What follows belongs to an exercise in optimizing a design on an open flow for small area; a production flow would make more cautious choices. In this exercise RTL edits were held to simulation tests only and were not proved equivalent to the original. No activity file was given, so power comes from the tool's default toggle rates.

==> flow/design.v (outline; a module is shown in full before it is edited, if it fits) <==
// module fir_fa: 4 lines
// module fir_ha: 4 lines
// module fir: 1073 lines
module fir #(parameter DWIDTH = 16)
(
  input clk,
  input rstn,
  input signed [DWIDTH-1:0] i_data,
  output signed [(2*DWIDTH)-1:0] o_data
);
  // ...
==> flow/run.sh <==
#!/bin/bash
# synth_recipe.tcl (not shown) runs the flow's synth.tcl, then flattens the netlist and writes it again
# the make line also repeats each setting of config.mk as NAME=value (left out here)
make -C /OpenROAD-flow-scripts/flow DESIGN_CONFIG=/design/flow/config.mk WORK_HOME=/design/flow/orfs CLKGATE_MAP_FILE= SYNTH_SCRIPT=/design/flow/synth_recipe.tcl finish
==> flow/config.mk <==
export PLATFORM = sky130hd
export DESIGN_NAME = fir
export DESIGN_NICKNAME = fir
export VERILOG_FILES = /design/flow/design.v
export SDC_FILE = /design/flow/constraint.sdc
export NUM_CORES = 4
export LEC_CHECK = 0
export CAP_MARGIN = 20
export CORE_MARGIN = 2
export CORE_UTILIZATION = 40
export SLEW_MARGIN = 20
export SYNTH_HIERARCHICAL = 1
export SYNTH_MINIMUM_KEEP_SIZE = 0
==> flow/constraint.sdc <==
create_clock -name core_clock -period 8.0 [get_ports {clk}]
set_input_delay 1.6000 -clock core_clock [delete_from_list [all_inputs] [get_ports {clk}]]
set_output_delay 1.6000 -clock core_clock [all_outputs]
set_load 0.01 [all_outputs]
==> flow_summary_export.csv, run 1 <==
group,metric,value,unit
detailed_routing,ant_nets,0,
power_and_ir_drop,powerClk,2.61,mW
power_and_ir_drop,power.total,5.76,mW
hold_path,hold_end,"d[22][0]",
power_and_ir_drop,swShare,20.9,%
worst_setup_path,path_buf_inv,1,
layout,nonClkBufAreaFrac,2.24,%
run,drv.max_cap_violation_count,0,
detailed_routing,wl_per_cell,17.2,um
layout,fin_util,46.7,%
clock_network,cts.clk_slew.worst_paths,60,ps
timing,rsz0062_at_grt,"false",
timing,slew_headroom,43.8,%
timing,setup_viol,0,
run_status,status,"timing/DRC/antenna clean",
clock_network,insertion_delay,610,ps
layout,diodes,0,
global_routing,grt_usage,15.2,%
worst_setup_path,r2r_setup_slack,490,ps
floorplanning,taps,680,
worst_setup_path,reg2reg_from,"cnt[1]",
floorplanning,pin_count,50,
layout,buffers,55,
detailed_routing,via_per_inst,4.24,
synth,ys_ff_latch,560,
layout,multiInputGateArea,8740,um2
layout,largest_cell_class,"flip-flops and latches",
detailed_routing,top_layer,"met4",
worst_setup_path,r2r_cells,22,
synth,synth_compound_area_share,1.29,%
clock_network,cts.sinks,560,
layout,multi_input_area_share,36.6,%
detailed_routing,post-route-drc-count,0,
synth,synth_fa_ha_area_share,36.2,%
placed_design,portBuffers,49,
layout,area.growth.synth_to_final,15.5,%
timing,hold_ws,312,ps
global_routing,grt_use_met2,25.5,%
layout,multi_input_cells,659,
timing,timing.final.ws_setup,495,ps
==> run 2, diff against run 1 <==
--- a/flow/config.mk
+++ b/flow/config.mk
@@ -8,6 +8,7 @@
 export CAP_MARGIN = 20
 export CORE_MARGIN = 2
 export CORE_UTILIZATION = 40
+export CTS_BUF_LIST = sky130_fd_sc_hd__clkbuf_4
 export SLEW_MARGIN = 20
 export SYNTH_HIERARCHICAL = 1
 export SYNTH_MINIMUM_KEEP_SIZE = 0
==> run 2 against run 1 <==
Effect of this change:
- worst hold slack got worse by 11 ps
- cell area fell by 0.63%
- register-to-register slack is essentially flat
- critical path type unchanged
- critical endpoint unchanged
- power down 5.8%
- cell count is 6.4% higher
- via count grew 5.2%
- highest routed layer unchanged
- sequential power barely moved
- count of clock-buffer cells in the layout is 133 higher
- synthesized area is the same
- clock skew grew 26 ps
- fmax hardly changed
==> flow_summary_export.csv, run 2 <==
group,metric,value,unit
detailed_routing,drt-pass1-iter-count,4,
detailed_routing,routed_wl,39.1,mm
global_routing,grt_max_degree,22,
power_and_ir_drop,power.density,228,nW/um2
floorplanning,core.rowCount,83,
hold_path,hold_class,"reg2reg",
worst_setup_path,path_max_fanout,15,
worst_setup_path,crit_arrival,8280,ps
power_and_ir_drop,switchingPower,1.20,mW
layout,largestRegisters,"d x432, acc x32",
detailed_routing,ant_nets,0,
timing,rsz0062_at_grt,"false",
floorplanning,die_h,231,um
timing,slew_viol_final,0,
clock_network,cts_tree,"done",
detailed_routing,wl_per_cell,16.5,um
detailed_routing,via_per_inst,4.19,
global_routing,grt_overflow,0,
layout,layout_commonest_cell,"dfxtp_1",
layout,largest_reg_flops,432,
run_status,status,"timing/DRC/antenna clean",
run,drv.max_cap_violation_count,0,
clock_network,cts_setup_buffers,0,
synth,synth.most_common_cell,"dfxtp_1",
clock_network,insertion_delay,920,ps
power_and_ir_drop,swShare,22.1,%
power_and_ir_drop,intPower,4.22,mW
synth,synthesis.area,20700,um2
worst_setup_path,crit_type,"reg2reg",
timing,period_share,93.8,%
clock_network,clock-root-buffer,"clkbuf_4",
detailed_routing,drt_iter0_drc,281,
power_and_ir_drop,pwr-share-clk,41.9,%
floorplanning,die_w,231,um
worst_setup_path,cp_top_family,"adder cells",
floorplanning,start_util,40.4,%
synth,muxShareOfSynthArea,0,%
timing,fin_setup_tns,0,ps
global_routing,grt_usage,15.9,%
worst_setup_path,path_cells,"ha_1 -> a21oi_1 -> a21oi_1 -> buf_4 -> nand2_1 -> fa_1 -> fa_1 -> fa_1 -> fa_1 -> fa_1 -> fa_1 -> fa_1 -> ha_1 -> fa_1 -> fa_1 -> fa_1 -> fa_1 -> fa_1 -> ha_1 -> ha_1 -> ha_1 -> fa_1",
global_routing,antenna_found_initial,1,
synth,ys_ff_latch,560,
floorplanning,core,51200,um2
timing,period_minus_slack,7510,ps
worst_setup_path,crit_path_end_kind,"flop",
synth,synth_fa_ha_area_share,36.2,%
synth,yosys_warnings,8,
placed_design,dp_hpwl,31.4,mm
worst_setup_path,cp_common_cell,"fa_1",
timing,setup_viol,0,
power_and_ir_drop,combPwrFrac,3.4,%
timing,finalHoldViolations,0,
timing,clock_skew,52.1,ps
power_and_ir_drop,power.total,5.42,mW
worst_setup_path,critPathRequiredTime,8770,ps
power_and_ir_drop,irDropWorstVdd,0.145,mV
floorplanning,pin_count,50,
global_routing,grt_pass1_vias,11358,
synth,async_flop_share,0,%
clock_network,cts.htree.levels,4,
clock_network,numCtsBuffers,144,
synth,synthFlopType,"dfxtp_1",
worst_setup_path,cp-start-kind,"flop",
clock_network,clockBufferDepth,3,
synth,synthTopCellsByCount,"dfxtp_1, fa_1, inv_1",
layout,nets,2030,
power_and_ir_drop,seqPwrFrac,54.7,%
synth,synth-xor-area-share,0.550,%
clock_network,postCtsHoldBufs,0,
placed_design,gp_congestion,0.863,
global_routing,grt_pass1_wl,61.9,mm
synth,synth_seq_area_share,54.2,%
timing,max_freq,0.133,GHz
layout,largest-register,"d",
timing,slew_headroom,42.2,%
synth,synth-simple-area-share,4.16,%
power_and_ir_drop,power_leakage,10.3,nW
clock_network,cts.sinks,560,
synth,syn_avg_cell_area,14.6,um2
detailed_routing,vias,9960,
clock_network,cts.clk_slew.worst_paths,70,ps
layout,area.growth.synth_to_final,14.8,%
worst_setup_path,path_buf_inv,1,
worst_setup_path,crit_slowest_cell,"dfxtp_1",
synth,synth_top_family_by_area,"adder cells",
layout,drive_gt1_share,14.4,%
synth,yosysTopAreaCell,"dfxtp_1",
layout,layout_common_cells,"dfxtp_1, fa_1, clkbuf_4",
synth,synth_edf_count,0,
floorplanning,die_area,53500,um2
clock_network,cts.repair.resized,0,
synth,synth_top_area_share,54.2,%
placed_design,portBuffers,49,
worst_setup_path,max_stage_delay,440,ps
synth,ys_types,39,
synth,synth_compound_area_share,1.29,%
synth,syn_nets,1842,
timing,tightest_slew,867,ps
synth,synth_cells,1413,
synth,synth_area_leaders,"dfxtp_1, fa_1, ha_1, inv_1, nand2_1",
detailed_routing,post-route-drc-count,0,
layout,fin_util,46.4,%
==> run 2: cell counts after synthesis <==
No cell type changed its count.
==> run 2: cells by family after synthesis <==
| family | count (synthesis) |
|---|---|
| compound gates | 34 |
| xor+xnor | 13 |
| buf+inv | 194 |
| other cells | 2 |
| flops | 560 |
| fa+ha+maj | 411 |
| simple gates | 199 |
==> run 2: final timing paths <==
path	from	to	slack (ps)	cells past startpoint
setup / recovery	cnt[1]	x0[20]	490	22
hold / removal	d[20][5]	d[21][5]	300	0
setup reg to reg	cnt[1]	x0[20]	490	22
hold reg to reg	d[20][5]	d[21][5]	300	0
==> run 2: Yosys stat by module (local to each module, per instance) <==
| module | flops+latches | area [um2] | copies in the design |
|---|---|---|---|
| fir_ha | 0 | 12.5 | 52 |
| fir_fa | 0 | 20.0 | 312 |
| fir | 560 | 13800 | 1 |
==> run 2: per-layer routing <==
layer	share of wire, %	vias up	GRT usage, %
met1	45	4950	19.3
met3	5.1	59	5.91
met2	48	211	26.0
li1	-	4740	-
met4	1.9	0	5.79
met5	0	-	0
==> run 2: cell type report <==
cell class	instances	area (um2)
diodes	1	2.50
clock buffers	205	1540
clock inverters	36	188
fillers	4601	27400
inverters	181	679
multi-input cells	659	8740
flip-flops and latches	560	11200
well taps	680	851
repair buffers	55	536
==> run 2: worst reg2reg max path, cell delays in order, from the launching register on <==
cell and delay, ps:
dfxtp_1 440, ha_1 250, a21oi_1 90, a21oi_1 250, buf_4 250, nand2_1 100
fa_1 410, fa_1 400, fa_1 400, fa_1 400, fa_1 410, fa_1 400
fa_1 420, ha_1 220, fa_1 390, fa_1 390, fa_1 410, fa_1 400
fa_1 390, ha_1 190, ha_1 180, ha_1 190, fa_1 420
==> run 2: power by group through the flow <==
stage,Clock (mW),Sequential [mW],Combinational (mW)
after floorplan,0,3.02,0.114
after global placement,0,3.03,0.185
after detailed placement,0,3.03,0.186
after CTS,2.40,2.97,0.188
after global routing,2.54,2.98,0.212
final,2.27,2.97,0.184
==> run 2: per-stage QoR <==
stage / worst slack, ps / cells / area [um2] / hold slack [ps]
after floorplan: 843 / 1413 / 20700 / 310
after global placement: 564 / 2135 / 22000 / 310
after CTS: 379 / 2376 / 23700 / 302
final: 492 / 2377 / 23800 / 301
after global routing: 90.2 / 2377 / 23800 / 298
after detailed placement: 449 / 2135 / 22000 / 312
==> run 3, diff against run 2 <==
--- a/flow/config.mk
+++ b/flow/config.mk
@@ -7,8 +7,7 @@
 export LEC_CHECK = 0
 export CAP_MARGIN = 20
 export CORE_MARGIN = 2
-export CORE_UTILIZATION = 40
-export CTS_BUF_LIST = sky130_fd_sc_hd__clkbuf_4
+export CORE_UTILIZATION = 70
 export SLEW_MARGIN = 20
 export SYNTH_HIERARCHICAL = 1
 export SYNTH_MINIMUM_KEEP_SIZE = 0
==> run 3 against run 2 <==
Effect of this change:
- now fails the layout checks on setup timing
- setup slack got worse by 610 ps
- critical path type unchanged
- core utilization is 35 points higher
- routed wire length grew 39%
- via count is 11% higher
- clock power rose by 12%
- global-route usage grew 20 points
- largest cell class unchanged
- cell count down 19%
==> flow_summary_export.csv, run 3 <==
group,metric,value,unit
global_routing,top_usage_layer,"met2",
synth,syn_nets,1842,
detailed_routing,post-route-drc-count,0,
synth,ys_ff_latch,560,
floorplanning,core,28900,um2
synth,yosysTopAreaCell,"dfxtp_1",
synth,synth_cells,1413,
hold_path,hold_end,"d[9][0]",
placed_design,dp_hpwl,32.5,mm
run_status,status,"complete, but fails checks",
worst_setup_path,crit_slowest_cell,"fa_1",
placed_design,portBuffers,49,
hold_path,hp-start,"d[8][0]",
power_and_ir_drop,power_leakage,10.1,nW
power_and_ir_drop,irDropWorstVdd,0.266,mV
global_routing,grt_pass1_vias,12635,
clock_network,cts.clk_slew.worst_paths,70,ps
timing,hold_ws,320,ps
worst_setup_path,cp_top_family,"adder cells",
detailed_routing,ant_nets,0,
run,drv.max_cap_violation_count,0,
worst_setup_path,cp_common_cell,"fa_1",
detailed_routing,wl_per_cell,28.2,um
synth,synthTopCellsByCount,"dfxtp_1, fa_1, inv_1",
worst_setup_path,r2r_cells,22,
clock_network,clock-root-buffer,"clkbuf_16",
worst_setup_path,path_buf_inv,0,
worst_setup_path,crit_path_end_kind,"flop",
synth,synth_seq_area_share,54.2,%
floorplanning,core.rowCount,62,
layout,layout_commonest_cell,"dfxtp_1",
floorplanning,pin_count,50,
synth,yosys_warnings,8,
worst_setup_path,path_cells,"ha_2 -> a21oi_1 -> a21oi_2 -> nand2_1 -> ha_1 -> fa_1 -> fa_1 -> fa_1 -> fa_1 -> fa_1 -> fa_1 -> fa_2 -> ha_1 -> fa_1 -> fa_1 -> fa_1 -> fa_2 -> fa_1 -> ha_1 -> ha_1 -> ha_1 -> fa_1",
global_routing,grt_usage,36.1,%
layout,fin_util,80.9,%
floorplanning,start_util,71.5,%
timing,max_freq,0.123,GHz
layout,largestRegisters,"d x432, acc x32",
detailed_routing,drt_iter0_drc,1170,
worst_setup_path,crit_arrival,8550,ps
power_and_ir_drop,power.density,245,nW/um2
worst_setup_path,critPathRequiredTime,8430,ps
worst_setup_path,max_stage_delay,500,ps
detailed_routing,vias,11072,
timing,slew_headroom,60.4,%
detailed_routing,routed_wl,54.5,mm
run_status,failed_checks,"setup timing",
layout,drive_gt1_share,7.23,%
clock_network,clockBufferDepth,3,
layout,area.growth.synth_to_final,13.2,%
synth,ys_types,39,
worst_setup_path,path_max_fanout,8,
timing,slew_viol_final,0,
layout,largest-register,"d",
layout,layout_common_cells,"dfxtp_1, fa_1, inv_1",
layout,largest_reg_flops,432,
timing,period_minus_slack,8120,ps
worst_setup_path,r2r_setup_slack,-120,ps
clock_network,cts.htree.levels,2,
global_routing,grt_max_degree,22,
floorplanning,die_h,176,um
layout,diodes,0,
global_routing,grt_overflow,0,
synth,async_flop_share,0,%
global_routing,antenna_found_initial,1,
global_routing,grt_use_met3,5.82,%
synth,synth_edf_count,0,
worst_setup_path,crit_type,"reg2reg",
synth,synthesis.area,20700,um2
floorplanning,die_area,30900,um2
timing,finalHoldViolations,0,
hold_path,hold_class,"reg2reg",
timing,setup_viol,1,
synth,synth_top_area_share,54.2,%
global_routing,use_met1,43.8,%
clock_network,cts.sinks,560,
timing,clock_skew,50.7,ps
hold_path,hold_depth,0,
synth,synth_area_leaders,"dfxtp_1, fa_1, ha_1, inv_1, nand2_1",
timing,tightest_slew,591,ps
placed_design,preCtsSetupSlack,330,ps
timing,period_share,101,%
layout,nets,1939,
clock_network,cts_tree,"done",
global_routing,grt_use_met2,63.3,%
floorplanning,die_w,176,um
detailed_routing,via_per_inst,5.72,
synth,syn_avg_cell_area,14.6,um2
worst_setup_path,r2r-end,"x0[20]",
synth,synthFlopType,"dfxtp_1",
clock_network,insertion_delay,600,ps
clock_network,numCtsBuffers,51,
global_routing,grt_pass1_wl,79.7,mm
detailed_routing,drt-pass1-iter-count,5,
synth,synth.most_common_cell,"dfxtp_1",
timing,timing.final.ws_setup,-118,ps
worst_setup_path,reg2reg_from,"cnt[0]",
worst_setup_path,cp-start-kind,"flop",
placed_design,gp_congestion,0.898,
-- run 3: cell counts after synthesis --
No cell type changed its count.
-- run 3: worst max path at each step --
stage | start | cells after the start | slack [ps] | to
after global routing | cnt[0] | 22 | -50 | x0[20]
after detailed placement | cnt[0] | 22 | 330 | x0[20]
after global placement | cnt[0] | 22 | 630 | x0[20]
after CTS | cnt[1] | 22 | 20 | x0[20]
after floorplan | cnt[0] | 22 | 840 | x0[20]
final | cnt[0] | 22 | -120 | x0[20]
-- run 3: routing by layer --
layer / share of wire, % / routed length, um
met1: 37 / 20200
met2: 50 / 27000
met3: 7.2 / 3900
met4: 6.2 / 3400
met5: 0 / 0
-- run 3: cell type report --
| type | instances | area, um2 |
|---|---|---|
| clock buffers | 70 | 1440 |
| fillers | 1340 | 5530 |
| inverters | 181 | 679 |
| repair buffers | 57 | 558 |
| flip-flops and latches | 560 | 11200 |
| multi-input cells | 659 | 8750 |
| well taps | 384 | 480 |
| clock inverters | 23 | 288 |
-- run 3: cell families (layout without fill, tap and decap cells) --
kind of cell / Yosys count / after routing / share of synthesized area [%]
simple gates: 199 / 199 / 4.16
fa+ha+maj: 411 / 411 / 36.2
xor+xnor: 13 / 13 / 0.550
compound gates: 34 / 34 / 1.29
other cells: 2 / 2 / 0.0363
buf+inv: 194 / 331 / 3.58
flops: 560 / 560 / 54.2
-- run 3: metrics by stage --
step           setup TNS [ps]  std cells  cell area [um2]  power, mW
6_report                 -118       1934            23400       5.73
3_3_place_gp                0       1841            21700       3.20
3_5_place_dp                0       1841            21700       3.22
2_1_floorplan               0       1413            20700       3.13
4_1_cts                     0       1934            23400       5.67
5_1_grt                 -51.2       1934            23400       5.85
-- run 3: per-module statistics from Yosys (local to each module, per instance) --
module  times used  cell area, um2  flip-flops and latches  cells
fir_fa         312            20.0                       0      1
fir_ha          52            12.5                       0      1
fir              1           13800                     560   1049
-- run 3: what timing repair did --
action                                  CTS  global route
endpoints found under the setup margin    1             2
resized for setup                         2             9
hold buffers                              0             0
pin swaps                                 0             1
buffers inserted                          0             0
-- run 3: power breakdown --
group	total [mW]	leakage, nW	switching [mW]	internal [mW]
clock	2.55	0.839	1.17	1.38
sequential	2.99	4.68	0.0697	2.92
combinational	0.194	4.63	0.0969	0.0968
total	5.73	10.1	1.34	4.40
==> run 4, diff against run 3 <==
--- a/flow/config.mk
+++ b/flow/config.mk
@@ -8,6 +8,7 @@
 export CAP_MARGIN = 20
 export CORE_MARGIN = 2
 export CORE_UTILIZATION = 70
+export CTS_BUF_LIST = sky130_fd_sc_hd__clkbuf_8
 export SLEW_MARGIN = 20
 export SYNTH_HIERARCHICAL = 1
 export SYNTH_MINIMUM_KEEP_SIZE = 0
==> run 4 against run 3 <==
Effect of this change:
- the layout still fails its checks (setup timing)
- non-clock buffer count unchanged
- combinational power down 4%
- critical path depth up 1
- count of clock-buffer cells in the layout up 36
- clock power down 4%
- critical path type unchanged
- largest cell class unchanged
==> flow_summary_export.csv, run 4 <==
group,metric,value,unit
clock_network,insertion_delay,650,ps
placed_design,portBuffers,49,
synth,synth_top_area_share,54.2,%
global_routing,grt_overflow,0,
worst_setup_path,cp_common_cell,"fa_1",
synth,yosysTopAreaCell,"dfxtp_1",
global_routing,grt_pass1_wl,71.5,mm
synth,synth_edf_count,0,
floorplanning,core.rowCount,62,
timing,max_freq,0.125,GHz
global_routing,grt_max_degree,22,
run_status,status,"complete, but fails checks",
run,drv.max_cap_violation_count,0,
layout,multiInputGateArea,8740,um2
layout,layout_common_cells,"dfxtp_1, fa_1, inv_1",
detailed_routing,vias,10473,
worst_setup_path,crit_type,"reg2reg",
power_and_ir_drop,power.total,5.62,mW
clock_network,clock-root-buffer,"clkbuf_8",
timing,timing.final.ws_setup,-20.8,ps
detailed_routing,drt-pass1-iter-count,5,
detailed_routing,post-route-drc-count,0,
power_and_ir_drop,irDropWorstVdd,0.262,mV
worst_setup_path,path_cells,"inv_1 -> ha_1 -> nor3_2 -> o21ai_2 -> buf_6 -> nand2_1 -> fa_1 -> fa_1 -> fa_1 -> fa_1 -> fa_1 -> fa_1 -> fa_1 -> ha_1 -> fa_1 -> fa_1 -> fa_1 -> fa_1 -> fa_1 -> ha_1 -> ha_1 -> ha_1 -> fa_1",
layout,largest-register,"d",
layout,drive_gt1_share,9.38,%
worst_setup_path,critPathRequiredTime,8500,ps
floorplanning,die_area,30900,um2
floorplanning,die_w,176,um
timing,clock_skew,46.7,ps
layout,nets,1967,
global_routing,grt_usage,32.0,%
synth,ys_ff_latch,560,
floorplanning,start_util,71.5,%
global_routing,grt_pass1_vias,12189,
layout,layout_commonest_cell,"dfxtp_1",
synth,yosys_warnings,8,
hold_path,hold_class,"reg2reg",
synth,synthesis.area,20700,um2
layout,diodes,0,
run_status,failed_checks,"setup timing",
power_and_ir_drop,power_leakage,10.3,nW
detailed_routing,drt_iter0_drc,787,
synth,async_flop_share,0,%
clock_network,cts.clk_slew.worst_paths,70,ps
synth,synth_area_leaders,"dfxtp_1, fa_1, ha_1, inv_1, nand2_1",
placed_design,dp_hpwl,32.5,mm
synth,synth.most_common_cell,"dfxtp_1",
worst_setup_path,crit_arrival,8520,ps
placed_design,gp_congestion,0.898,
floorplanning,die_h,176,um
layout,area.growth.synth_to_final,13.4,%
worst_setup_path,max_stage_delay,500,ps
clock_network,cts.htree.levels,3,
floorplanning,core,28900,um2
synth,syn_avg_cell_area,14.6,um2
detailed_routing,wl_per_cell,23.4,um
synth,ys_types,39,
detailed_routing,via_per_inst,5.28,
layout,seq_area,11200,um2
global_routing,antenna_found_initial,0,
power_and_ir_drop,power.density,240,nW/um2
clock_network,postCtsHoldBufs,0,
timing,slew_viol_final,0,
timing,period_share,100,%
detailed_routing,ant_nets,0,
clock_network,numCtsBuffers,79,
clock_network,cts_tree,"done",
synth,synthTopCellsByCount,"dfxtp_1, fa_1, inv_1",
timing,finalHoldViolations,0,
worst_setup_path,path_max_fanout,15,
detailed_routing,routed_wl,46.5,mm
layout,fillers,1352,
synth,synthFlopType,"dfxtp_1",
clock_network,cts.sinks,560,
worst_setup_path,crit_path_end_kind,"flop",
layout,fin_util,81.1,%
synth,synth_cells,1413,
layout,largest_reg_flops,432,
timing,setup_viol,1,
floorplanning,pin_count,50,
worst_setup_path,crit_slowest_cell,"fa_1",
layout,largestRegisters,"d x432, acc x32",
clock_network,clockBufferDepth,3,
synth,syn_nets,1842,
synth,synth_seq_area_share,54.2,%
worst_setup_path,cp-start-kind,"flop",
timing,period_minus_slack,8020,ps
-- run 4: cell counts after synthesis --
No cell type changed its count.
-- run 4: critical path: cells and delay by family, from the launching register on --
family	cells	cell delay, ps
adder cells (fa/ha/maj)	18	6650
flip-flops	1	370
buffers and inverters	2	370
AO/OA/AOI/OAI	1	290
AND/OR/NAND/NOR	2	210
-- run 4: through the flow --
stage                     hold WS [ps]  instance area, um2  setup TNS (ps)  instances  worst slack (ps)
final                              303               23500           -20.8       1983             -20.8
after floorplan                    310               20700               0       1413               843
after detailed placement           312               21700               0       1841               330
after global routing               305               23500            -176       1983              -176
after global placement             310               21700               0       1841               634
after CTS                          295               23400               0       1983              3.93
-- run 4: cell families after synthesis --
logic type,synth area share [%]
flops,54.2
fa+ha+maj,36.2
simple gates,4.16
buf+inv,3.58
compound gates,1.29
xor+xnor,0.550
other cells,0.0363
-- run 4: worst paths after layout --
kind                  from   endpoint  slack, ps  cells after the start
setup / recovery    cnt[1]     x0[20]        -20                     23
hold / removal    d[9][12]  d[10][12]        300                      0
setup reg to reg    cnt[1]     x0[20]        -20                     23
hold reg to reg   d[9][12]  d[10][12]        300                      0
-- run 4: per-layer routing --
layer  vias to the layer above  share of wire (%)  wire length (um)  global-route usage [%]
li1                       4526                  -                 -                       -
met1                      5333                 41             18800                    40.5
met2                       476                 50             23200                    55.4
met3                       138                6.0              2770                    6.19
met4                         0                3.6              1670                    11.6
met5                         -                  0                 0                       0
-- run 4: Yosys stat by module, one instance, submodules excluded --
module | cell area, um2 | cells | flops+latches
fir_fa | 20.0 | 1 | 0
fir | 13800 | 1049 | 560
fir_ha | 12.5 | 1 | 0
-- run 4: timing repair --
| action | CTS | global route |
|---|---|---|
| endpoints found under the setup margin | 0 | 1 |
| buffers inserted | 0 | 0 |
| gates resized for setup | 0 | 6 |
-- run 4: power by group --
group | total [mW] | switching, mW | leakage (nW) | internal, mW
registers | 2.98 | 0.0581 | 4.68 | 2.92
clock network | 2.45 | 1.12 | 0.983 | 1.33
logic | 0.187 | 0.0913 | 4.63 | 0.0955
-- run 4: area by class of cell --
class,count,area share [%]
Multi-Input combinational cell,659,37.3
Clock buffer,106,6.22
Inverter,181,2.90
Tap cell,384,2.05
Timing Repair Buffer,57,2.38
Clock inverter,36,1.38
Sequential cell,560,47.8
==> run 5, diff against run 4 <==
--- a/flow/config.mk
+++ b/flow/config.mk
@@ -7,8 +7,9 @@
 export LEC_CHECK = 0
 export CAP_MARGIN = 20
 export CORE_MARGIN = 2
-export CORE_UTILIZATION = 70
-export CTS_BUF_LIST = sky130_fd_sc_hd__clkbuf_8
+export CORE_UTILIZATION = 40
+export CTS_BUF_LIST = sky130_fd_sc_hd__clkbuf_2 sky130_fd_sc_hd__clkbuf_4 sky130_fd_sc_hd__clkbuf_8
+export CTS_CLUSTER_SIZE = 20
 export SLEW_MARGIN = 20
 export SYNTH_HIERARCHICAL = 1
 export SYNTH_MINIMUM_KEEP_SIZE = 0
==> run 5 against run 4 <==
Effect of this change:
- the run now finishes clean
- combinational power down 2%
- power grew 1.4%
- worst hold slack improved by 13 ps
- routed wire length fell by 16%
- flip-flop and latch count unchanged
- sequential power hardly changed
- critical path depth shrank 1
- core utilization decreased by 34 points
- cell count up 15%
- count of clock-buffer cells in the layout is 28 higher
- critical path type unchanged
- highest routed layer unchanged
==> flow_summary_export.csv, run 5 <==
group,metric,value,unit
timing,rsz0062_at_grt,"false",
power_and_ir_drop,power.density,238,nW/um2
synth,synth_compound_area_share,1.29,%
global_routing,grt_overflow,0,
detailed_routing,via_per_inst,4.21,
global_routing,grt_usage,15.5,%
layout,largestRegisters,"d x432, acc x32",
layout,nets,1975,
synth,synth_cells,1413,
synth,ys_types,39,
clock_network,clock-root-buffer,"clkbuf_8",
placed_design,gp_congestion,0.863,
timing,tightest_slew,860,ps
synth,syn_avg_cell_area,14.6,um2
timing,slew_headroom,42.7,%
floorplanning,core.rowCount,83,
synth,synth_top_family_by_area,"adder cells",
timing,fin_setup_tns,0,ps
clock_network,postCtsHoldBufs,0,
synth,synth_edf_count,0,
floorplanning,start_util,40.4,%
worst_setup_path,crit_type,"reg2reg",
clock_network,numCtsBuffers,89,
floorplanning,pin_count,50,
layout,final_area,23900,um2
run_status,status,"timing/DRC/antenna clean",
synth,synth-xor-area-share,0.550,%
timing,period_share,94.3,%
detailed_routing,vias,9642,
hold_path,hold_class,"reg2reg",
layout,diodes,0,
layout,largest_reg_flops,432,
synth,synthesis.area,20700,um2
timing,setup_viol,0,
layout,seq_area,11200,um2
layout,layout_commonest_cell,"dfxtp_1",
synth,yosysTopAreaCell,"dfxtp_1",
global_routing,use_met1,19.7,%
global_routing,antenna_found_initial,0,
worst_setup_path,crit_arrival,8060,ps
clock_network,cts.clk_slew.worst_paths,70,ps
synth,synth-simple-area-share,4.16,%
placed_design,preCtsSetupSlack,449,ps
clock_network,cts_tree,"done",
synth,synth_seq_area_share,54.2,%
placed_design,portBuffers,49,
global_routing,grt_use_met3,4.07,%
global_routing,grt_max_degree,22,
power_and_ir_drop,power_leakage,10.3,nW
placed_design,placed_area,22000,um2
floorplanning,core,51200,um2
power_and_ir_drop,irDropWorstVdd,0.199,mV
layout,drive_gt1_share,11.0,%
detailed_routing,routed_wl,38.9,mm
timing,max_freq,0.133,GHz
clock_network,cts.htree.levels,3,
synth,ys_ff_latch,560,
placed_design,dp_hpwl,31.4,mm
worst_setup_path,critPathRequiredTime,8520,ps
layout,largest-register,"d",
synth,async_flop_share,0,%
clock_network,cts.sinks,560,
clock_network,insertion_delay,660,ps
worst_setup_path,path_max_fanout,15,
layout,area.growth.synth_to_final,15.8,%
timing,timing.final.ws_setup,459,ps
synth,synthTopCellsByCount,"dfxtp_1, fa_1, inv_1",
global_routing,grt_pass1_vias,10851,
layout,layout_common_cells,"dfxtp_1, fa_1, inv_1",
run,drv.max_cap_violation_count,0,
synth,synth.most_common_cell,"dfxtp_1",
global_routing,grt_use_met2,25.7,%
synth,synth_top_area_share,54.2,%
floorplanning,die_area,53500,um2
layout,fin_util,46.8,%
timing,clock_skew,19.5,ps
global_routing,top_usage_layer,"met2",
layout,multiInputGateArea,8740,um2
timing,slew_viol_final,0,
detailed_routing,wl_per_cell,17.0,um
layout,fillers,4508,
synth,synth_fa_ha_area_share,36.2,%
synth,synth_area_leaders,"dfxtp_1, fa_1, ha_1, inv_1, nand2_1",
worst_setup_path,cp-start-kind,"flop",
synth,synthFlopType,"dfxtp_1",
power_and_ir_drop,power.total,5.70,mW
synth,syn_nets,1842,
floorplanning,die_w,231,um
global_routing,grt_pass1_wl,61.1,mm
floorplanning,die_h,231,um
detailed_routing,post-route-drc-count,0,
synth,yosys_warnings,8,
timing,period_minus_slack,7540,ps
detailed_routing,drt-pass1-iter-count,4,
timing,finalHoldViolations,0,
worst_setup_path,crit_path_end_kind,"flop",
detailed_routing,drt_iter0_drc,277,
synth,muxShareOfSynthArea,0,%
detailed_routing,ant_nets,0,
clock_network,clockBufferDepth,3,
## run 5: power by group
group / switching, mW / leakage [nW] / internal [mW]
Sequential: 0.0431 / 4.68 / 2.92
Clock: 1.08 / 1.02 / 1.47
Combinational: 0.0878 / 4.61 / 0.0956
Total: 1.21 / 10.3 / 4.48
## run 5: repair_timing
action	4_1_cts	5_1_grt
buffers inserted	0	0
gates resized for setup	0	1
endpoints found under the setup margin	0	1
## run 5: final timing paths
| kind | from | end | slack (ps) | cells after the start |
|---|---|---|---|---|
| setup / recovery | cnt[1] | x0[20] | 460 | 22 |
| hold / removal | d[19][4] | d[20][4] | 320 | 0 |
| setup reg to reg | cnt[1] | x0[20] | 460 | 22 |
| hold reg to reg | d[19][4] | d[20][4] | 320 | 0 |
## run 5: layout make-up
cell class	instances	share of cell area (%)
tap	680	3.55
timing repair buffer	55	2.24
clock inverter	20	0.940
inverter	181	2.84
sequential	560	46.8
clock buffer	134	7.10
multi-input combinational	659	36.5
## run 5: cell families after synthesis
| logic type | count (synthesis) |
|---|---|
| compound gates | 34 |
| buf+inv | 194 |
| other cells | 2 |
| fa+ha+maj | 411 |
| xor+xnor | 13 |
| simple gates | 199 |
| flops | 560 |
## run 5: through the flow
step / std cells / hold WS, ps
finish: 2289 / 316
global route: 2289 / 323
CTS: 2289 / 310
detailed placement: 2135 / 312
global placement: 2135 / 310
floorplan: 1413 / 310
## run 5: per-module statistics from Yosys, one instance, submodules excluded
module  flip-flops and latches  times used
fir                        560           1
fir_ha                       0          52
fir_fa                       0         312
## run 5: critical path, stage by stage, from the launching register on
cell	delay [ps]
dfxtp_1	440
ha_1	250
a21oi_1	90
a21oi_1	240
buf_4	250
nand2_1	100
fa_1	420
fa_1	420
fa_1	400
fa_1	400
fa_1	410
fa_1	400
fa_1	420
ha_1	220
fa_1	390
fa_1	390
fa_1	410
fa_1	400
fa_1	390
ha_1	190
ha_1	180
ha_1	190
fa_1	420
## run 5: routing by layer
metal	vias to the layer above	part of all wire (%)
li1	4557	-
met5	-	0
met2	203	48
met3	77	5.0
met4	0	2.6
met1	4805	45
==> run 6, diff against run 5 <==
==> flow/flow/run.sh (new file) <==
#!/bin/bash
set -euo pipefail
cd "$(dirname "$0")/.."
export CTS_ARGS="-sink_clustering_enable -repair_clock_nets -dont_use_dummy_load -buf_list {sky130_fd_sc_hd__clkbuf_4 sky130_fd_sc_hd__clkbuf_8}"
export BUFFER_PORTS_ARGS="-buffer_cell sky130_fd_sc_hd__buf_1"
bash standard.sh > flow_make.log 2>&1
==> flow/standard.sh (new file) <==
#!/bin/bash
# synth_recipe.tcl (not shown) runs the flow's synth.tcl, then flattens the netlist and writes it again
# the make line also repeats each setting of config.mk as NAME=value (left out here)
make -C /OpenROAD-flow-scripts/flow DESIGN_CONFIG=/design/flow/config.mk WORK_HOME=/design/flow/orfs CLKGATE_MAP_FILE= SYNTH_SCRIPT=/design/flow/synth_recipe.tcl "${@:-finish}"
--- a/flow/config.mk
+++ b/flow/config.mk
@@ -8,8 +8,6 @@
 export CAP_MARGIN = 20
 export CORE_MARGIN = 2
 export CORE_UTILIZATION = 40
-export CTS_BUF_LIST = sky130_fd_sc_hd__clkbuf_2 sky130_fd_sc_hd__clkbuf_4 sky130_fd_sc_hd__clkbuf_8
-export CTS_CLUSTER_SIZE = 20
 export SLEW_MARGIN = 20
 export SYNTH_HIERARCHICAL = 1
 export SYNTH_MINIMUM_KEEP_SIZE = 0
removed: flow/run.sh
==> run 6 against run 5 <==
Effect of this change:
- sequential power about the same
- largest cell class unchanged
- setup slack improved by 41 ps
- flip-flop and latch count unchanged
- global-route usage about the same
- clock power decreased by 25%
- via count decreased by 1.3%
==> flow_summary_export.csv, run 6 <==
group,metric,value,unit
run_status,status,"timing/DRC/antenna clean",
worst_setup_path,crit_type,"reg2reg",
floorplanning,core.rowCount,83,
placed_design,dp_hpwl,31.9,mm
synth,synthesis.area,20700,um2
worst_setup_path,cp_common_cell,"fa_1",
timing,clock_skew,59.3,ps
power_and_ir_drop,power.density,219,nW/um2
synth,yosys_warnings,8,
power_and_ir_drop,irDropWorstVdd,0.138,mV
synth,synth_edf_count,0,
worst_setup_path,reg2reg_from,"cnt[1]",
clock_network,cts_setup_buffers,0,
layout,area.growth.synth_to_final,10.9,%
layout,largest-register,"d",
worst_setup_path,max_stage_delay,420,ps
global_routing,grt_pass1_wl,61.4,mm
synth,ys_types,39,
synth,yosysTopAreaCell,"dfxtp_1",
run,drv.max_cap_violation_count,0,
global_routing,grt_usage,15.5,%
detailed_routing,ant_nets,0,
detailed_routing,drt_iter0_drc,273,
worst_setup_path,crit_path_end_kind,"flop",
layout,fin_util,44.8,%
layout,drive_gt1_share,7.32,%
synth,synthTopCellsByCount,"dfxtp_1, fa_1, inv_1",
hold_path,hold_class,"reg2reg",
worst_setup_path,worstSetupStartpoint,"cnt[1]",
layout,multiInputGateArea,8750,um2
timing,timing.final.ws_setup,499,ps
layout,diodes,0,
worst_setup_path,crit_arrival,7980,ps
placed_design,gp_congestion,0.843,
placed_design,preCtsSetupSlack,387,ps
synth,synth_area_leaders,"dfxtp_1, fa_1, ha_1, inv_1, nand2_1",
worst_setup_path,path_buf_inv,1,
worst_setup_path,cp_top_family,"adder cells",
synth,syn_nets,1842,
worst_setup_path,r2r_cells,22,
clock_network,numCtsBuffers,89,
global_routing,grt_overflow,0,
layout,largest_reg_flops,432,
power_and_ir_drop,power.total,5.03,mW
worst_setup_path,r2r_setup_slack,500,ps
timing,tightest_slew,860,ps
layout,largestRegisters,"d x432, acc x32",
layout,layout_common_cells,"dfxtp_1, fa_1, inv_1",
clock_network,cts.clk_slew.worst_paths,60,ps
worst_setup_path,r2r-end,"x0[20]",
detailed_routing,vias,9518,
timing,max_freq,0.133,GHz
worst_setup_path,cp-start-kind,"flop",
layout,seq_area,11200,um2
timing,fin_setup_tns,0,ps
timing,slew_viol_final,0,
timing,setup_viol,0,
global_routing,grt_max_degree,22,
timing,slew_headroom,42.6,%
synth,synth_cells,1413,
worst_setup_path,crit_end,"x0[20]",
timing,finalHoldViolations,0,
power_and_ir_drop,power_leakage,9.82,nW
detailed_routing,drt-pass1-iter-count,4,
clock_network,clockBufferDepth,3,
detailed_routing,via_per_inst,4.28,
floorplanning,die_h,231,um
layout,nets,1975,
clock_network,cts.htree.levels,3,
global_routing,grt_pass1_vias,11017,
floorplanning,die_area,53500,um2
detailed_routing,routed_wl,38.8,mm
floorplanning,core,51200,um2
detailed_routing,post-route-drc-count,0,
floorplanning,start_util,40.4,%
clock_network,cts.sinks,560,
worst_setup_path,critPathRequiredTime,8480,ps
synth,syn_avg_cell_area,14.6,um2
placed_design,portBuffers,49,
synth,synth_seq_area_share,54.2,%
synth,synth.most_common_cell,"dfxtp_1",
clock_network,clock-root-buffer,"clkbuf_8",
timing,period_minus_slack,7500,ps
clock_network,insertion_delay,640,ps
timing,period_share,93.8,%
worst_setup_path,path_cells,"ha_1 -> a21oi_1 -> a21oi_2 -> buf_4 -> nand2_1 -> fa_1 -> fa_1 -> fa_1 -> fa_1 -> fa_1 -> fa_1 -> fa_1 -> ha_1 -> fa_1 -> fa_1 -> fa_1 -> fa_1 -> fa_1 -> ha_1 -> ha_1 -> ha_1 -> fa_1",
detailed_routing,wl_per_cell,17.5,um
floorplanning,pin_count,50,
synth,synthFlopType,"dfxtp_1",
layout,layout_commonest_cell,"dfxtp_1",
worst_setup_path,path_max_fanout,15,
worst_setup_path,crit_slowest_cell,"dfxtp_1",
synth,ys_ff_latch,560,
timing,rsz0062_at_grt,"false",
floorplanning,die_w,231,um
synth,async_flop_share,0,%
global_routing,antenna_found_initial,0,
worst_setup_path,worst-path-stages,22,
synth,synth_top_area_share,54.2,%
layout,fillers,4609,
clock_network,cts_tree,"done",
-- run 6: worst min path at each step --
stage                         start        end  cells after the start
final                       d[2][8]    d[3][8]                      0
after global placement    d[19][15]  d[20][15]                      0
after global routing       d[23][5]   d[24][5]                      0
after detailed placement   d[10][8]   d[11][8]                      0
after floorplan             d[9][0]   d[10][0]                      0
after CTS                   d[2][8]    d[3][8]                      0
-- run 6: worst register-to-register path, delay by kind of cell, from the launching register on --
| kind | cells | cell delay [ps] |
|---|---|---|
| AO/OA/AOI/OAI | 2 | 350 |
| adder cells (fa/ha/maj) | 18 | 6250 |
| buffers and inverters | 1 | 240 |
| AND/OR/NAND/NOR | 1 | 100 |
| flip-flops | 1 | 420 |
-- run 6: report_power, final --
part | switching (mW) | total [mW] | internal [mW]
Clock | 0.922 | 1.90 | 0.975
Sequential | 0.0435 | 2.97 | 2.93
Combinational | 0.0884 | 0.162 | 0.0735
-- run 6: Yosys stat by module (local to each module, per instance) --
module / flip-flops and latches / area, um2 / times used
fir: 560 / 13800 / 1
fir_fa: 0 / 20.0 / 312
fir_ha: 0 / 12.5 / 52
-- run 6: area by class of cell --
class	instances	share of cell area, %
Sequential cell	560	48.9
Timing Repair Buffer	55	0.998
Clock buffer	89	5.34
Multi-Input combinational cell	659	38.1
Tap cell	680	3.71
Inverter	181	2.96
-- run 6: logic make-up (layout without fill, tap and decap cells) --
group	Yosys count	count (layout)	synth area share, %
flops	560	560	54.2
fa+ha+maj	411	411	36.2
simple gates	199	199	4.16
buf+inv	194	325	3.58
compound gates	34	34	1.29
xor+xnor	13	13	0.550
other cells	2	2	0.0363
-- run 6: repair_timing --
| action | 4_1_cts | 5_1_grt |
|---|---|---|
| endpoints found under the setup margin | 0 | 1 |
| hold buffers | 0 | 0 |
| resized for setup | 0 | 2 |
-- run 6: per-stage QoR --
stage / instances / instance area, um2 / hold WS, ps
after CTS: 2224 / 22900 / 313
after global routing: 2224 / 22900 / 317
after detailed placement: 2135 / 21700 / 312
final: 2224 / 22900 / 309
after global placement: 2135 / 21700 / 310
after floorplan: 1413 / 20700 / 310
-- run 6: metal layers --
metal / part of all wire [%] / track usage, % / vias up / routed length [um]
met5: 0 / 0 / - / 0
met4: 2.5 / 4.94 / 0 / 979
met3: 4.0 / 3.54 / 79 / 1550
met2: 49 / 26.2 / 182 / 18800
met1: 45 / 19.7 / 4767 / 17400
li1: - / - / 4490 / -
==> run 7, diff against run 6 <==
==> flow/flow/run.sh (replaced) <==
#!/bin/bash
set -euo pipefail
cd "$(dirname "$0")/.."
export CTS_ARGS="-sink_clustering_enable -repair_clock_nets -dont_use_dummy_load -sink_clustering_size 25 -sink_clustering_max_diameter 100 -buf_list {sky130_fd_sc_hd__clkbuf_16}"
export BUFFER_PORTS_ARGS="-buffer_cell sky130_fd_sc_hd__buf_1"
bash standard.sh > flow_make.log 2>&1
==> run 7 against run 6 <==
Effect of this change:
- setup slack got worse by 57 ps
- still clean on timing, DRC and antenna
- synthesized cell count is the same
- cell area is 2.3% lower
- cell count shrank 2.7%
- register-to-register slack worse by 60 ps
- largest power group unchanged
- via count fell by 3.8%
- clock skew is 39 ps higher
- fmax shrank 0.75%
==> flow_summary_export.csv, run 7 <==
group,metric,value,unit
run_status,status,"timing/DRC/antenna clean",
timing,period_share,94.5,%
worst_setup_path,cp_common_cell,"fa_1",
timing,fin_setup_tns,0,ps
synth,yosys_warnings,8,
synth,synth_area_leaders,"dfxtp_1, fa_1, ha_1, inv_1, nand2_1",
synth,syn_avg_cell_area,14.6,um2
layout,layout_common_cells,"dfxtp_1, fa_1, inv_1",
detailed_routing,vias,9157,
power_and_ir_drop,intPower,3.61,mW
power_and_ir_drop,power_leakage,9.52,nW
clock_network,numCtsBuffers,28,
global_routing,grt_max_degree,26,
synth,synthesis.area,20700,um2
worst_setup_path,r2r_cells,22,
synth,syn_nets,1842,
timing,slew_viol_final,0,
detailed_routing,wl_per_cell,17.6,um
detailed_routing,via_per_inst,4.23,
power_and_ir_drop,switchingPower,950,uW
floorplanning,die_w,231,um
timing,slew_headroom,42.3,%
worst_setup_path,path_buf_inv,1,
global_routing,grt_usage,15.0,%
power_and_ir_drop,combPwrFrac,3.5,%
timing,period_minus_slack,7560,ps
power_and_ir_drop,irDropWorstVdd,0.171,mV
worst_setup_path,max_stage_delay,440,ps
hold_path,hold_class,"reg2reg",
synth,async_flop_share,0,%
worst_setup_path,path_cells,"ha_1 -> a21oi_1 -> a21oi_1 -> buf_4 -> nand2_1 -> fa_1 -> fa_1 -> fa_1 -> fa_1 -> fa_1 -> fa_1 -> fa_1 -> ha_1 -> fa_1 -> fa_1 -> fa_1 -> fa_1 -> fa_1 -> ha_1 -> ha_1 -> ha_1 -> fa_1",
synth,synth_cells,1413,
floorplanning,core,51200,um2
clock_network,cts_tree,"done",
power_and_ir_drop,pwr-share-clk,31.5,%
layout,diodes,0,
detailed_routing,wl_met2,18.4,mm
layout,fillers,4619,
synth,synth_seq_area_share,54.2,%
worst_setup_path,cp_top_family,"adder cells",
detailed_routing,post-route-drc-count,0,
synth,synthTopCellsByCount,"dfxtp_1, fa_1, inv_1",
synth,synth_top_area_share,54.2,%
layout,fin_util,43.8,%
worst_setup_path,r2r_setup_slack,440,ps
synth,ys_types,39,
run,drv.max_cap_violation_count,0,
layout,area.growth.synth_to_final,8.37,%
timing,max_freq,0.132,GHz
floorplanning,pin_count,50,
timing,tightest_slew,865,ps
clock_network,cts.htree.levels,1,
clock_network,cts.clk_slew.worst_paths,90,ps
layout,layout_commonest_cell,"dfxtp_1",
worst_setup_path,crit_arrival,8070,ps
layout,largest-register,"d",
placed_design,portBuffers,49,
worst_setup_path,path_max_fanout,15,
detailed_routing,wl_met3,842,um
clock_network,insertion_delay,620,ps
synth,synthFlopType,"dfxtp_1",
layout,largest_reg_flops,432,
global_routing,antenna_found_initial,0,
clock_network,cts.sinks,560,
worst_setup_path,crit_slowest_cell,"dfxtp_1",
timing,setup_viol,0,
worst_setup_path,cp-start-kind,"flop",
detailed_routing,ant_nets,0,
hold_path,hold_end,"d[21][7]",
synth,synth.most_common_cell,"dfxtp_1",
timing,finalHoldViolations,0,
power_and_ir_drop,swShare,20.8,%
placed_design,gp_congestion,0.843,
synth,ys_ff_latch,560,
hold_path,hold_depth,0,
detailed_routing,top_layer,"met4",
clock_network,postCtsHoldBufs,0,
detailed_routing,drt_iter0_drc,356,
detailed_routing,drt-pass1-iter-count,4,
worst_setup_path,reg2reg_from,"cnt[1]",
clock_network,clockBufferDepth,3,
layout,largestRegisters,"d x432, acc x32",
clock_network,cts_setup_buffers,0,
synth,synth_edf_count,0,
floorplanning,core.rowCount,83,
worst_setup_path,crit_path_end_kind,"flop",
timing,timing.final.ws_setup,443,ps
global_routing,grt_pass1_wl,59.9,mm
worst_setup_path,critPathRequiredTime,8510,ps
global_routing,grt_pass1_vias,10421,
floorplanning,die_area,53500,um2
detailed_routing,routed_wl,38.1,mm
clock_network,clock-root-buffer,"clkbuf_16",
synth,yosysTopAreaCell,"dfxtp_1",
global_routing,grt_overflow,0,
worst_setup_path,crit_type,"reg2reg",
hold_path,hp-start,"d[20][7]",
detailed_routing,wl_met1,17.9,mm
clock_network,cts.repair.resized,0,
layout,drive_gt1_share,3.44,%
power_and_ir_drop,power.density,204,nW/um2
floorplanning,die_h,231,um
placed_design,dp_hpwl,31.9,mm
placed_design,preCtsSetupSlack,387,ps
floorplanning,start_util,40.4,%
timing,rsz0062_at_grt,"false",
power_and_ir_drop,seqPwrFrac,64.9,%
worst_setup_path,r2r-end,"x0[20]",
layout,nets,1914,
timing,clock_skew,98.4,ps
run 7: cell types whose count changed in the layout (fill, tap and decap cells not counted), sizes merged:
cell | previous run | this run
clkbuf | 89 | 28
run 7: power by group through the flow:
| stage | Combinational (mW) | Sequential [mW] | Clock [mW] |
|---|---|---|---|
| 2_1_floorplan | 0.114 | 3.02 | 0 |
| 3_3_place_gp | 0.161 | 3.03 | 0 |
| 3_5_place_dp | 0.165 | 3.03 | 0 |
| 4_1_cts | 0.166 | 2.97 | 1.51 |
| 5_1_grt | 0.187 | 2.98 | 1.61 |
| 6_report | 0.162 | 2.96 | 1.44 |
run 7: area by class of cell:
type | count | area, um2 | area share, %
sequential | 560 | 11200 | 50.0
multi-input combinational | 659 | 8740 | 39.0
clock buffer | 28 | 701 | 3.13
inverter | 181 | 679 | 3.03
timing repair buffer | 55 | 229 | 1.02
tap | 680 | 851 | 3.80
run 7: per-layer routing:
metal  track usage [%]  vias to the layer above
met5                 0                        -
met4              3.77                        0
met3              1.86                       50
met2              25.9                      101
met1              20.0                     4638
li1                  -                     4368
run 7: worst max path at each step:
stage	from	endpoint	slack, ps	depth (start not counted)
after floorplan	cnt[0]	x0[20]	840	22
after global placement	cnt[0]	x0[20]	560	22
after CTS	cnt[0]	x0[20]	370	22
after global routing	cnt[1]	x0[20]	30	22
final	cnt[1]	x0[20]	440	22
after detailed placement	cnt[0]	x0[20]	390	22
run 7: stage by stage:
| step | total power, mW | cells | area [um2] | hold slack [ps] |
|---|---|---|---|---|
| global placement | 3.19 | 2135 | 21700 | 310 |
| finish | 4.56 | 2163 | 22400 | 272 |
| CTS | 4.64 | 2163 | 22400 | 264 |
| detailed placement | 3.19 | 2135 | 21700 | 312 |
| floorplan | 3.13 | 1413 | 20700 | 310 |
| global route | 4.77 | 2163 | 22400 | 270 |
run 7: cell families after synthesis:
logic type      Yosys count  share of synthesized area, %
flops                   560                          54.2
fa+ha+maj               411                          36.2
simple gates            199                          4.16
buf+inv                 194                          3.58
compound gates           34                          1.29
xor+xnor                 13                         0.550
other cells               2                        0.0363
run 7: modules after synthesis, one instance, submodules excluded:
| module | area [um2] | cells inside | flip-flops and latches | times used |
|---|---|---|---|---|
| fir | 13800 | 1049 | 560 | 1 |
| fir_ha | 12.5 | 1 | 0 | 52 |
| fir_fa | 20.0 | 1 | 0 | 312 |
run 7: worst register-to-register path: cells and delay by family, from the launching register on:
| kind | cells | cell delay [ps] |
|---|---|---|
| flip-flops | 1 | 440 |
| AND/OR/NAND/NOR | 1 | 100 |
| adder cells (fa/ha/maj) | 18 | 6250 |
| buffers and inverters | 1 | 260 |
| AO/OA/AOI/OAI | 2 | 400 |
==> run 8, diff against run 7 <==
==> flow/flow/run.sh (replaced) <==
#!/bin/bash
set -euo pipefail
cd "$(dirname "$0")/.."
export CTS_ARGS="-sink_clustering_enable -repair_clock_nets -dont_use_dummy_load -sink_clustering_size 18 -sink_clustering_max_diameter 70 -buf_list {sky130_fd_sc_hd__clkbuf_8}"
export BUFFER_PORTS_ARGS="-buffer_cell sky130_fd_sc_hd__buf_1"
bash standard.sh > flow_make.log 2>&1
==> run 8 against run 7 <==
Effect of this change:
- highest routed layer unchanged
- sequential power about the same
- combinational power hardly changed
- die area unchanged
- flip-flop and latch count unchanged
- fmax is essentially flat
- first-iteration DRC count is 17% lower
- global-route usage up 0.16 points
==> flow_summary_export.csv, run 8 <==
group,metric,value,unit
timing,slew_viol_final,0,
floorplanning,core.rowCount,83,
timing,period_minus_slack,7550,ps
worst_setup_path,max_stage_delay,440,ps
timing,slew_headroom,42.6,%
detailed_routing,routed_wl,38.3,mm
worst_setup_path,r2r_cells,22,
power_and_ir_drop,power.total,4.38,mW
timing,period_share,94.4,%
placed_design,preCtsSetupSlack,387,ps
hold_path,hold_depth,0,
clock_network,clock-root-buffer,"clkbuf_8",
worst_setup_path,crit_path_end_kind,"flop",
synth,yosysTopAreaCell,"dfxtp_1",
timing,timing.final.ws_setup,445,ps
synth,synth_top_area_share,54.2,%
worst_setup_path,crit_slowest_cell,"dfxtp_1",
layout,largest-register,"d",
floorplanning,start_util,40.4,%
synth,synth_seq_area_share,54.2,%
detailed_routing,wl_per_cell,17.6,um
layout,drive_gt1_share,4.21,%
timing,tightest_slew,861,ps
worst_setup_path,crit_type,"reg2reg",
detailed_routing,drt_iter0_drc,297,
layout,fin_util,43.5,%
placed_design,dp_hpwl,31.9,mm
layout,area.growth.synth_to_final,7.65,%
clock_network,clockBufferDepth,3,
synth,syn_avg_cell_area,14.6,um2
layout,layout_common_cells,"dfxtp_1, fa_1, inv_1",
power_and_ir_drop,power.density,197,nW/um2
layout,largestRegisters,"d x432, acc x32",
global_routing,grt_usage,15.2,%
timing,finalHoldViolations,0,
synth,ys_types,39,
hold_path,hold_class,"reg2reg",
run,drv.max_cap_violation_count,0,
worst_setup_path,cp_top_family,"adder cells",
floorplanning,pin_count,50,
timing,max_freq,0.132,GHz
timing,rsz0062_at_grt,"false",
detailed_routing,ant_nets,0,
detailed_routing,via_per_inst,4.23,
hold_path,hold_end,"d[9][13]",
placed_design,placed_cells,2135,
global_routing,grt_overflow,0,
synth,synth.most_common_cell,"dfxtp_1",
clock_network,cts.clk_slew.worst_paths,100,ps
worst_setup_path,critPathRequiredTime,8490,ps
synth,async_flop_share,0,%
global_routing,antenna_found_initial,0,
synth,synth_edf_count,0,
synth,ys_ff_latch,560,
hold_path,hp-start,"d[8][13]",
synth,yosys_warnings,8,
worst_setup_path,path_max_fanout,15,
layout,nets,1926,
layout,largest_reg_flops,432,
worst_setup_path,path_buf_inv,1,
floorplanning,die_h,231,um
worst_setup_path,r2r-end,"x0[20]",
clock_network,insertion_delay,640,ps
timing,fin_setup_tns,0,ps
detailed_routing,vias,9211,
clock_network,cts.sinks,560,
synth,synthesis.area,20700,um2
run_status,status,"timing/DRC/antenna clean",
floorplanning,die_area,53500,um2
synth,synthTopCellsByCount,"dfxtp_1, fa_1, inv_1",
timing,clock_skew,86.1,ps
layout,layout_commonest_cell,"dfxtp_1",
detailed_routing,drt-pass1-iter-count,4,
worst_setup_path,r2r_setup_slack,450,ps
synth,synth_cells,1413,
power_and_ir_drop,power_leakage,9.47,nW
clock_network,cts_setup_buffers,0,
floorplanning,die_w,231,um
layout,final_cells,2176,
global_routing,grt_pass1_wl,60.0,mm
clock_network,numCtsBuffers,40,
worst_setup_path,reg2reg_from,"cnt[1]",
global_routing,grt_max_degree,22,
timing,setup_viol,0,
synth,synthFlopType,"dfxtp_1",
synth,syn_nets,1842,
detailed_routing,post-route-drc-count,0,
placed_design,portBuffers,49,
layout,seq_area,11200,um2
layout,multiInputGateArea,8740,um2
power_and_ir_drop,irDropWorstVdd,0.170,mV
placed_design,gp_congestion,0.843,
global_routing,grt_pass1_vias,10553,
synth,synth_area_leaders,"dfxtp_1, fa_1, ha_1, inv_1, nand2_1",
layout,fillers,4644,
worst_setup_path,cp_common_cell,"fa_1",
clock_network,cts_tree,"done",
clock_network,cts.htree.levels,2,
worst_setup_path,path_cells,"ha_1 -> a21oi_1 -> a21oi_1 -> buf_4 -> nand2_1 -> fa_1 -> fa_1 -> fa_1 -> fa_1 -> fa_1 -> fa_1 -> fa_1 -> ha_1 -> fa_1 -> fa_1 -> fa_1 -> fa_1 -> fa_1 -> ha_1 -> ha_1 -> ha_1 -> fa_1",
worst_setup_path,cp-start-kind,"flop",
floorplanning,core,51200,um2
worst_setup_path,crit_arrival,8050,ps
-- run 8: cell counts after synthesis --
No cell type changed its count.
-- run 8: kinds of logic after synthesis --
family	count (synthesis)	synth area share [%]
flops	560	54.2
fa+ha+maj	411	36.2
simple gates	199	4.16
buf+inv	194	3.58
compound gates	34	1.29
xor+xnor	13	0.550
other cells	2	0.0363
-- run 8: repair_timing --
action | in CTS | in global routing
hold buffers | 0 | 0
gates resized for setup | 0 | 1
setup endpoints to repair | 0 | 1
-- run 8: cell type report --
class	instances	share of cell area [%]
inverters	181	3.05
diodes	1	0.0112
multi-input cells	659	39.3
well taps	680	3.82
clock buffers	40	2.47
repair buffers	55	1.03
flip-flops and latches	560	50.4
-- run 8: report_power, final --
group	switching (mW)	total (mW)	internal (mW)
clock network	0.809	1.26	0.451
registers	0.0436	2.96	2.92
logic	0.0886	0.162	0.0736
total	0.941	4.38	3.44
-- run 8: metrics by stage --
stage          hold WS (ps)  cell area, um2
5_1_grt                 293           22300
6_report                297           22300
4_1_cts                 285           22300
2_1_floorplan           310           20700
3_3_place_gp            310           21700
3_5_place_dp            312           21700
-- run 8: how the worst max path moves through the flow --
stage / cells after the start / end / slack [ps] / startpoint
detailed placement: 22 / x0[20] / 390 / cnt[0]
floorplan: 22 / x0[20] / 840 / cnt[0]
global placement: 22 / x0[20] / 560 / cnt[0]
global route: 22 / x0[20] / 10 / cnt[1]
CTS: 22 / x0[20] / 350 / cnt[0]
finish: 22 / x0[20] / 450 / cnt[1]
-- run 8: worst register-to-register path: stages (launching register included) --
cell,delay (ps)
dfxtp_1,440
ha_1,280
a21oi_1,110
a21oi_1,290
buf_4,260
nand2_1,100
fa_1,420
fa_1,390
fa_1,390
fa_1,400
fa_1,400
fa_1,400
fa_1,410
ha_1,210
fa_1,390
fa_1,390
fa_1,410
fa_1,400
fa_1,380
ha_1,190
ha_1,180
ha_1,190
fa_1,420
-- run 8: Yosys stat by module (local to each module, per instance) --
module,area (um2),flops+latches,copies in the design
fir,13800,560,1
fir_fa,20.0,0,312
fir_ha,12.5,0,52
-- run 8: layer usage --
metal | vias to the layer above | share of wire [%] | track usage, %
met4 | 0 | 2.6 | 5.02
li1 | 4390 | - | -
met5 | - | 0 | 0
met3 | 64 | 3.5 | 2.04
met1 | 4617 | 46 | 19.9
met2 | 140 | 48 | 25.9
==> run 9, diff against run 8 <==
==> flow/flow/run.sh (replaced) <==
#!/bin/bash
set -euo pipefail
cd "$(dirname "$0")/.."
export CTS_ARGS="-sink_clustering_enable -repair_clock_nets -dont_use_dummy_load -sink_clustering_size 10 -sink_clustering_max_diameter 50 -buf_list {sky130_fd_sc_hd__clkbuf_4}"
export BUFFER_PORTS_ARGS="-buffer_cell sky130_fd_sc_hd__buf_1"
bash standard.sh > flow_make.log 2>&1
==> run 9 against run 8 <==
Effect of this change:
- critical endpoint unchanged
- cell area barely moved
- first-iteration DRC count rose by 3.0%
- largest power group unchanged
- still clean on timing, DRC and antenna
- non-clock buffer count did not move
- sequential share of layout area barely moved
- power fell by 0.44%
==> flow_summary_export.csv, run 9 <==
group,metric,value,unit
timing,finalHoldViolations,0,
timing,clock_skew,71.6,ps
detailed_routing,wl_met1,17.6,mm
timing,max_freq,0.132,GHz
hold_path,hold_depth,0,
worst_setup_path,path_max_fanout,15,
layout,largest_reg_flops,432,
power_and_ir_drop,irDropWorstVdd,0.120,mV
worst_setup_path,crit_type,"reg2reg",
floorplanning,die_h,231,um
detailed_routing,routed_wl,38.5,mm
detailed_routing,wl_per_cell,17.4,um
placed_design,portBuffers,49,
layout,drive_gt1_share,6.16,%
worst_setup_path,worstSetupStartpoint,"cnt[0]",
global_routing,grt_usage,15.4,%
detailed_routing,post-route-drc-count,0,
floorplanning,core,51200,um2
synth,synth_area_leaders,"dfxtp_1, fa_1, ha_1, inv_1, nand2_1",
timing,slew_viol_final,0,
layout,largestRegisters,"d x432, acc x32",
synth,ys_ff_latch,560,
clock_network,postCtsHoldBufs,0,
synth,synth_edf_count,0,
floorplanning,core.rowCount,83,
synth,ys_types,39,
synth,synth_seq_area_share,54.2,%
detailed_routing,via_per_inst,4.24,
timing,period_minus_slack,7600,ps
placed_design,placed_area,21700,um2
layout,largest-register,"d",
clock_network,clockBufferDepth,3,
synth,synth.most_common_cell,"dfxtp_1",
timing,hold_ws,265,ps
worst_setup_path,r2r_setup_slack,400,ps
run_status,status,"timing/DRC/antenna clean",
synth,async_flop_share,0,%
global_routing,antenna_found_initial,3,
synth,syn_nets,1842,
worst_setup_path,critPathRequiredTime,8640,ps
clock_network,cts_tree,"done",
layout,layout_common_cells,"dfxtp_1, fa_1, inv_1",
global_routing,grt_pass1_vias,10830,
worst_setup_path,cp-start-kind,"flop",
worst_setup_path,crit_arrival,8240,ps
detailed_routing,drt-pass1-iter-count,4,
global_routing,grt_max_degree,22,
timing,slew_headroom,43.2,%
floorplanning,pin_count,50,
synth,yosysTopAreaCell,"dfxtp_1",
global_routing,grt_pass1_wl,60.7,mm
clock_network,clock-root-buffer,"clkbuf_4",
synth,synthesis.area,20700,um2
placed_design,placed_cells,2135,
detailed_routing,wl_met2,18.6,mm
placed_design,dp_hpwl,31.9,mm
synth,synthTopCellsByCount,"dfxtp_1, fa_1, inv_1",
layout,nets,1958,
clock_network,cts.clk_slew.worst_paths,100,ps
placed_design,gp_congestion,0.843,
layout,area.growth.synth_to_final,7.62,%
detailed_routing,vias,9366,
timing,tightest_slew,851,ps
worst_setup_path,r2r-end,"x0[20]",
hold_path,hold_end,"d[1][1]",
timing,rsz0062_at_grt,"false",
power_and_ir_drop,power.density,196,nW/um2
power_and_ir_drop,power.total,4.36,mW
floorplanning,die_area,53500,um2
layout,final_area,22300,um2
detailed_routing,top_layer,"met4",
placed_design,preCtsSetupSlack,387,ps
timing,timing.final.ws_setup,399,ps
synth,synth_top_area_share,54.2,%
detailed_routing,drt_iter0_drc,306,
worst_setup_path,crit_path_end_kind,"flop",
worst_setup_path,reg2reg_from,"cnt[0]",
run,drv.max_cap_violation_count,0,
layout,layout_commonest_cell,"dfxtp_1",
clock_network,cts.sinks,560,
detailed_routing,ant_nets,0,
clock_network,numCtsBuffers,72,
synth,yosys_warnings,8,
hold_path,hold_class,"reg2reg",
clock_network,cts.repair.resized,0,
synth,synth_cells,1413,
worst_setup_path,r2r_cells,22,
timing,setup_viol,0,
clock_network,insertion_delay,760,ps
power_and_ir_drop,power_leakage,9.51,nW
hold_path,hp-start,"d[0][1]",
synth,syn_avg_cell_area,14.6,um2
timing,period_share,95.0,%
layout,final_cells,2210,
floorplanning,die_w,231,um
global_routing,grt_overflow,0,
synth,synthFlopType,"dfxtp_1",
detailed_routing,wl_met3,1.48,mm
clock_network,cts.htree.levels,3,
layout,fin_util,43.5,%
timing,fin_setup_tns,0,ps
clock_network,cts_setup_buffers,0,
floorplanning,start_util,40.4,%
-- run 9: per-module statistics from Yosys (local to each module, per instance) --
module	flops+latches	cell area, um2
fir	560	13800
fir_ha	0	12.5
fir_fa	0	20.0
-- run 9: kinds of logic (layout without fill, tap and decap cells) --
kind of cell	Yosys count	in the layout	synth area share [%]
xor gates and xnor gates	13	13	0.550
AOI/OAI and AO/OA	34	34	1.29
adders and majority gates	411	411	36.2
other	2	5	0.0363
and+or+nand+nor	199	199	4.16
buffers and inverters	194	308	3.58
DFF	560	560	54.2
-- run 9: area by class of cell --
type | count | area (um2)
fill | 4671 | 28900
sequential | 560 | 11200
multi-input combinational | 659 | 8740
tap | 680 | 851
inverter | 181 | 679
clock buffer | 72 | 541
timing repair buffer | 55 | 229
antenna | 3 | 7.51
-- run 9: worst max-delay path by stage --
| stage | end | cells after the start |
|---|---|---|
| after global placement | x0[20] | 22 |
| after CTS | x0[20] | 22 |
| after floorplan | x0[20] | 22 |
| after detailed placement | x0[20] | 22 |
| final | x0[20] | 22 |
| after global routing | x0[20] | 22 |
-- run 9: metal layers --
layer | vias to the layer above | track usage [%]
met3 | 67 | 3.43
met4 | 0 | 4.44
met5 | - | 0
li1 | 4480 | -
met2 | 148 | 26.1
met1 | 4671 | 19.7
-- run 9: worst max-delay path, stage by stage (launching register included) --
cell	delay, ps
dfxtp_1	490
ha_1	300
a21oi_1	110
a21oi_1	300
buf_4	260
nand2_1	100
fa_1	420
fa_1	390
fa_1	390
fa_1	400
fa_1	400
fa_1	400
fa_1	410
ha_1	210
fa_1	390
fa_1	390
fa_1	410
fa_1	400
fa_1	380
ha_1	190
ha_1	180
ha_1	190
fa_1	420
-- run 9: report_power, final --
group	internal [mW]	switching [mW]
clock network	0.415	0.826
logic	0.0736	0.0883
registers	2.92	0.0435
total	3.41	0.958

## afterwards: timing with drivers on the ports
No port has a modelled driver above. Below, the same layouts with a new extraction and two added sets of constraints. Step 1 assumes that a clkbuf_16 drives the clock port and a buf_2 every other input. Step 2 also shifts input and output timing later by t, the mid clock arrival at the registers, as if the neighbouring blocks saw the same clock. a / b / c = ideal ports / drivers / drivers and shift; a / b = the first two.
| run | shift t [ns] | setup slack, ns | hold slack, ns | clock arrival spread, ns |
|---|---|---|---|---|
| run 1 | 0.649 | 0.495 / 0.495 / 0.495 | 0.312 / 0.312 / 0.312 | 0.027 / 0.026 |
| run 2 | 0.948 | 0.492 / 0.492 / 0.492 | 0.301 / 0.301 / 0.301 | 0.053 / 0.053 |
| run 3 | 0.632 | -0.118 / -0.118 / -0.118 | 0.320 / 0.320 / 0.320 | 0.060 / 0.060 |
| run 4 | 0.674 | -0.021 / -0.021 / -0.021 | 0.303 / 0.304 / 0.304 | 0.046 / 0.047 |
| run 5 | 0.697 | 0.459 / 0.459 / 0.459 | 0.316 / 0.316 / 0.316 | 0.024 / 0.024 |
| run 6 | 0.658 | 0.499 / 0.499 / 0.499 | 0.309 / 0.309 / 0.309 | 0.060 / 0.060 |
| run 7 | 0.627 | 0.443 / 0.443 / 0.443 | 0.272 / 0.272 / 0.272 | 0.100 / 0.099 |
| run 8 | 0.646 | 0.445 / 0.445 / 0.445 | 0.297 / 0.297 / 0.297 | 0.086 / 0.086 |
| run 9 | 0.781 | 0.399 / 0.399 / 0.399 | 0.265 / 0.265 / 0.265 | 0.090 / 0.090 |
